Background: an optimization exercise with open tools, aiming at small area. Do not read the settings as production practice. At most, simulation tests tie the RTL to the original design; equivalence was not proved. Power figures rest on the tool's default switching activity, not on a simulated workload.

==> flow/design.v (excerpt) <==
module lab5 (input clk, SWO, input [15:0] IR_in, output logic [3:0] OPCODE, output logic [7:0] PC, alu_out, W_REG);
Size in the first run: ~960 cells after synthesis, ~46 I/O pins, about 0.0084 sq mm of cells after synthesis.
==> module lab5, before the edit <==
module lab5 (input clk, SWO, input [15:0] IR_in, output logic [3:0] OPCODE, output logic [7:0] PC, alu_out, W_REG);
localparam logic [2:0] IF0 = 3'd0, ID = 3'd1, FD = 3'd2, EX = 3'd3, RWB = 3'd4, IF = 3'd5, ID0 = 3'd6;
logic [2:0] state;
logic [3:0] OP, RA, RB, RD;
logic [7:0] A, B;
logic [3:0] RAs, RBs;
logic ph;
logic [7:0] S0 [0:7];
logic [7:0] S1 [0:7];
assign OP = IR_in[15:12];
assign RA = IR_in[11:8];
assign RB = IR_in[7:4];
assign RD = IR_in[3:0];
assign OPCODE = OP;
logic [7:0] ap, aq, asum;
logic [8:0] ac;
logic ge_s;
always_comb begin
  if (state == IF) begin
    ap = PC;
    aq = (OP == 4'd14 && ge_s) ? {4'b0, RD} : 8'd1;
    ac[0] = 1'b0;
  end else begin
    ap = (OP == 4'd7 || OP == 4'd8) ? B : A;
    case (OP)
      4'd3:    aq = {4'b0, RB};
      4'd4, 4'd14: aq = ~B;
      4'd7:    aq = 8'h00;
      4'd8:    aq = 8'hFF;
      default: aq = B;
    endcase
    ac[0] = (OP == 4'd4) || (OP == 4'd7) || (OP == 4'd14);
  end
  for (int i = 0; i < 8; i++) begin
    asum[i] = ap[i] ^ aq[i] ^ ac[i];
    ac[i+1] = (ap[i] & aq[i]) | (ap[i] & ac[i]) | (aq[i] & ac[i]);
  end
end
logic [7:0] mul;
always_comb begin
  logic [7:0] acc, row;
  logic c;
  acc = A & {8{B[0]}};
  for (int i = 1; i < 8; i++) begin
    row = (A << i) & {8{B[i]}};
    c = 1'b0;
    for (int j = i; j < 8; j++) begin
      logic s;
      s = acc[j] ^ row[j] ^ c;
      c = (acc[j] & row[j]) | (acc[j] & c) | (row[j] & c);
      acc[j] = s;
    end
  end
  mul = acc;
end
logic [7:0] quo;
always_comb begin
  logic [7:0] r, x, d;
  logic [8:0] c;
  logic bnz;
  r = 8'b0;
  for (int k = 7; k >= 0; k--) begin
    x = {r[6:0], A[k]};
    c[0] = 1'b1;
    for (int i = 0; i < 8 - k; i++) begin
      d[i] = x[i] ^ ~B[i] ^ c[i];
      c[i+1] = (x[i] & ~B[i]) | (x[i] & c[i]) | (~B[i] & c[i]);
    end
    quo[k] = c[8-k] && ((B >> (8 - k)) == 8'b0);
    r = 8'b0;
    for (int i = 0; i < 8 - k; i++) r[i] = quo[k] ? d[i] : x[i];
  end
  bnz = |B;
  quo = quo & {8{bnz}};
end
always_comb begin
  case (OP)
    4'd1:  alu_out = {RA, RB};
    4'd2, 4'd3, 4'd4, 4'd7, 4'd8: alu_out = asum;
    4'd5:  alu_out = mul;
    4'd6:  alu_out = quo;
    4'd9:  alu_out = ~(A | B);
    4'd10: alu_out = ~(A & B);
    4'd11: alu_out = A ^ B;
    4'd12: alu_out = ~B;
    default: alu_out = 8'b0;
  endcase
  if (state == IF) alu_out = W_REG;
end
logic wr;
assign wr = (state == RWB || state == IF) && (RD[0] != ph) && !(OP == 4'd13 || OP == 4'd14 || OP == 4'd15);
always_ff @(posedge clk) ge_s <= ac[8];
logic [7:0] pc_next;
assign pc_next = (OP == 4'd13) ? {RA, RB} : asum;
logic clr;
assign clr = (state == IF0) || (state == ID0);
always_comb begin
  A = (RAs[0] ^ ph) ? S1[RAs[3:1]] : S0[RAs[3:1]];
  B = (RBs[0] ^ ph) ? S1[RBs[3:1]] : S0[RBs[3:1]];
  if (clr) begin
    A = 8'b0;
    B = 8'b0;
  end
end
always_ff @(posedge clk) begin
  RAs <= RA;
  RBs <= RB;
end
always_ff @(posedge clk or posedge SWO) begin
  if (SWO) begin
    state <= IF0;
    PC <= 8'b0;
    W_REG <= 8'b0;
    ph <= 1'b0;
  end else begin
    W_REG <= alu_out;
    ph <= ~ph;
    if (state == IF) PC <= pc_next;
    case (state)
      IF0:     state <= ID0;
      IF:      state <= ID;
      ID, ID0: state <= FD;
      FD:      state <= EX;
      EX:      state <= RWB;
      default: state <= (OP == 4'd0) ? RWB : IF;
    endcase
  end
end
logic [7:0] ld, hold;
always_comb
  for (int m = 0; m < 8; m++) begin
    ld[m] = wr && RD[3:1] == 3'(m);
    hold[m] = !ld[m] && !clr;
  end
always_ff @(posedge clk) begin
  for (int m = 0; m < 8; m++) begin
    S1[m] <= S0[m];
    S0[m] <= (W_REG & {8{ld[m]}}) | (S1[m] & {8{hold[m]}});
  end
end
endmodule
==> flow/config.mk <==
export PLATFORM = sky130hd
export DESIGN_NAME = lab5
export DESIGN_NICKNAME = lab5
export VERILOG_FILES = /design/flow/design.v
export SDC_FILE = /design/flow/constraint.sdc
export NUM_CORES = 4
export LEC_CHECK = 0
export ABC_AREA = 1
export CAP_MARGIN = 20
export CELL_PAD_IN_SITES_DETAIL_PLACEMENT = 1
export CELL_PAD_IN_SITES_GLOBAL_PLACEMENT = 1
export CORE_MARGIN = 2
export CORE_UTILIZATION = 35
export SLEW_MARGIN = 20
==> flow/constraint.sdc <==
create_clock -name core_clock -period 17.0 [get_ports {clk}]
set_input_delay 3.4000 -clock core_clock [delete_from_list [all_inputs] [get_ports {clk}]]
set_output_delay 3.4000 -clock core_clock [all_outputs]
set_load 0.01 [all_outputs]
standard.sh (not shown) runs the stock make flow with config.mk's settings and CLKGATE_MAP_FILE= SYNTH_SCRIPT=/design/flow/synth_recipe.tcl, a recipe that flattens the netlist after the stock synthesis.
==> flow/flow/run.sh <==
#!/bin/bash
# Own layout flow: the standard flow (standard.sh) with three changes.
#  - Synthesis maps the logic with an area-oriented ABC script (flow/abc_area.script)
#    and without Yosys's full-adder extraction; registers are mapped exactly as in the
#    standard synthesis (same script, same dfflibmap step).
#  - Port buffers use the smallest buffer cell.
#  - Clock tree synthesis uses small clock buffers and no dummy loads.
# Each make call's full output goes to a log file in the work folder.
set -euo pipefail
W=$PWD
rm -rf "$W/scripts_area"
cp -r "$FLOW_HOME/scripts" "$W/scripts_area"
cp "$W/flow/abc_area.script" "$W/scripts_area/abc_area.script"
KNOBS=(SCRIPTS_DIR="$W/scripts_area" ADDER_MAP_FILE= ABC_AREA=1
  BUFFER_PORTS_ARGS="-buffer_cell sky130_fd_sc_hd__buf_1"
  CTS_ARGS="-sink_clustering_enable -repair_clock_nets -dont_use_dummy_load -buf_list sky130_fd_sc_hd__clkbuf_8")
bash standard.sh "${KNOBS[@]}" synth > "$W/log_synth.txt" 2>&1
bash standard.sh "${KNOBS[@]}" finish > "$W/log_layout.txt" 2>&1
==> flow/flow/abc_area.script <==
strash
dch -f
&get -n
&dch -f
&nf -R 1000
&put
topo
Next try:
==> flow/design.v (replaced) <==
module lab5 (input clk, SWO, input [15:0] IR_in, output logic [3:0] OPCODE, output logic [7:0] PC, alu_out, W_REG);
localparam logic [2:0] IF0 = 3'd0, ID = 3'd1, FD = 3'd2, EX = 3'd3, RWB = 3'd4, IF = 3'd5, ID0 = 3'd6;
logic [2:0] state;
logic [3:0] OP, RA, RB, RD;
logic [7:0] A, B;
logic ph;
logic [7:0] S0 [0:7];
logic [7:0] S1 [0:7];
assign OP = IR_in[15:12];
assign RA = IR_in[11:8];
assign RB = IR_in[7:4];
assign RD = IR_in[3:0];
assign OPCODE = OP;
logic [7:0] ap, aq, asum;
logic [8:0] ac;
logic ge_s;
always_comb begin
  if (state == IF) begin
    ap = PC;
    aq = (OP == 4'd14 && ge_s) ? {4'b0, RD} : 8'd1;
    ac[0] = 1'b0;
  end else begin
    case (OP)
      4'd5:    ap = A & {8{B[0]}};
      4'd7:    ap = 8'h00;
      4'd8:    ap = 8'hFF;
      default: ap = A;
    endcase
    case (OP)
      4'd3:    aq = {4'b0, RB};
      4'd4, 4'd14: aq = ~B;
      4'd5:    aq = (A << 1) & {8{B[1]}};
      default: aq = B;
    endcase
    ac[0] = (OP == 4'd4) || (OP == 4'd7) || (OP == 4'd14);
  end
  for (int i = 0; i < 8; i++) begin
    asum[i] = ap[i] ^ aq[i] ^ ac[i];
    ac[i+1] = (ap[i] & aq[i]) | (ap[i] & ac[i]) | (aq[i] & ac[i]);
  end
end
logic [7:0] mul;
always_comb begin
  logic [7:0] acc, row;
  logic c;
  acc = asum;
  for (int i = 2; i < 8; i++) begin
    row = (A << i) & {8{B[i]}};
    c = 1'b0;
    for (int j = i; j < 8; j++) begin
      logic s;
      s = acc[j] ^ row[j] ^ c;
      c = (acc[j] & row[j]) | (acc[j] & c) | (row[j] & c);
      acc[j] = s;
    end
  end
  mul = acc;
end
logic [7:0] quo;
always_comb begin
  logic [7:0] r, x, d;
  logic [8:0] c;
  logic bnz;
  r = 8'b0;
  for (int k = 7; k >= 1; k--) begin
    x = {r[6:0], A[k]};
    c[0] = 1'b1;
    for (int i = 0; i < 8 - k; i++) begin
      d[i] = ~B[i] ^ c[i];
      c[i+1] = (x[i] & ~B[i]) | (x[i] & c[i]) | (~B[i] & c[i]);
    end
    quo[k] = c[8-k] && ((B >> (8 - k)) == 8'b0);
    r = 8'b0;
    for (int i = 0; i < 8 - k; i++) r[i] = x[i] ^ (d[i] & quo[k]);
  end
  quo[0] = {r[6:0], A[0]} >= B;
  bnz = |B;
  quo = quo & {8{bnz}};
end
always_comb begin
  case (OP)
    4'd1:  alu_out = {RA, RB};
    4'd2, 4'd3, 4'd4, 4'd7, 4'd8: alu_out = asum;
    4'd5:  alu_out = mul;
    4'd6:  alu_out = quo;
    4'd9:  alu_out = ~(ap | aq);
    4'd10: alu_out = ~(ap & aq);
    4'd11: alu_out = ap ^ aq;
    4'd12: alu_out = ~aq;
    default: alu_out = 8'b0;
  endcase
  if (state == IF) alu_out = W_REG;
end
logic wr;
assign wr = (state == EX || state == RWB) && (RD[0] != ph) && !(OP == 4'd13 || OP == 4'd14 || OP == 4'd15);
always_ff @(posedge clk) ge_s <= ac[8];
logic [7:0] pc_next;
assign pc_next = (OP == 4'd13) ? {RA, RB} : asum;
logic clr;
assign clr = (state == IF0) || (state == ID0);
logic [7:0] rda, rdb;
always_comb begin
  rda = (RA[0] ^ ph) ? S1[RA[3:1]] : S0[RA[3:1]];
  rdb = (RB[0] ^ ph) ? S1[RB[3:1]] : S0[RB[3:1]];
end
always_ff @(posedge clk or posedge SWO) begin
  if (SWO) begin
    state <= IF0;
    PC <= 8'b0;
    W_REG <= 8'b0;
    A <= 8'b0;
    B <= 8'b0;
    ph <= 1'b0;
  end else begin
    W_REG <= alu_out;
    A <= clr ? 8'b0 : rda;
    B <= clr ? 8'b0 : rdb;
    ph <= ~ph;
    if (state == IF) PC <= pc_next;
    case (state)
      IF0:     state <= ID0;
      IF:      state <= ID;
      ID, ID0: state <= FD;
      FD:      state <= EX;
      EX:      state <= RWB;
      default: state <= (OP == 4'd0) ? RWB : IF;
    endcase
  end
end
logic [7:0] ld, hold;
always_comb
  for (int m = 0; m < 8; m++) begin
    ld[m] = wr && RD[3:1] == 3'(m);
    hold[m] = !ld[m] && !clr;
  end
always_ff @(posedge clk) begin
  for (int m = 0; m < 8; m++) begin
    S1[m] <= S0[m];
    S0[m] <= (W_REG & {8{ld[m]}}) | (S1[m] & {8{hold[m]}});
  end
end
endmodule
Non-clock buffer count is lower by 24.
Worst hold slack gets better by 18 ps.
Via count went down by 5.9%.
Power rises by 0.88%.
Worst setup slack gains 460 ps.
The RTL of the first run of this note was laid out without a check of its function.

## what the ideal ports hide
How much do the figures lean on ideal ports? The routed layouts below were timed once more, with nothing changed but the port constraints.
Step 1 (the two cells are an assumption about what drives the block):
set clk [get_ports {clk}]
set_driving_cell -lib_cell sky130_fd_sc_hd__clkbuf_16 $clk
set_driving_cell -lib_cell sky130_fd_sc_hd__buf_2 [delete_from_list [all_inputs] $clk]
Step 2 moves the port delays by t, midway between the first and last clock arrival at a register: inputs arrive t later, outputs are due t later. That takes back most of the time a late clock gives input paths.
Three values: ideal, step 1, step 2; two values: the first two.
run	shift t [ns]	setup WS [ns]	worst hold slack (ns)	worst slew at a driven data input, ns
the first run	0.495	0.959 / 0.914 / 1.410	0.346 / 0.346 / 0.346	0.03
the second run	0.484	1.422 / 1.378 / 1.862	0.364 / 0.364 / 0.364	0.05
After both steps every run listed still meets setup and hold.
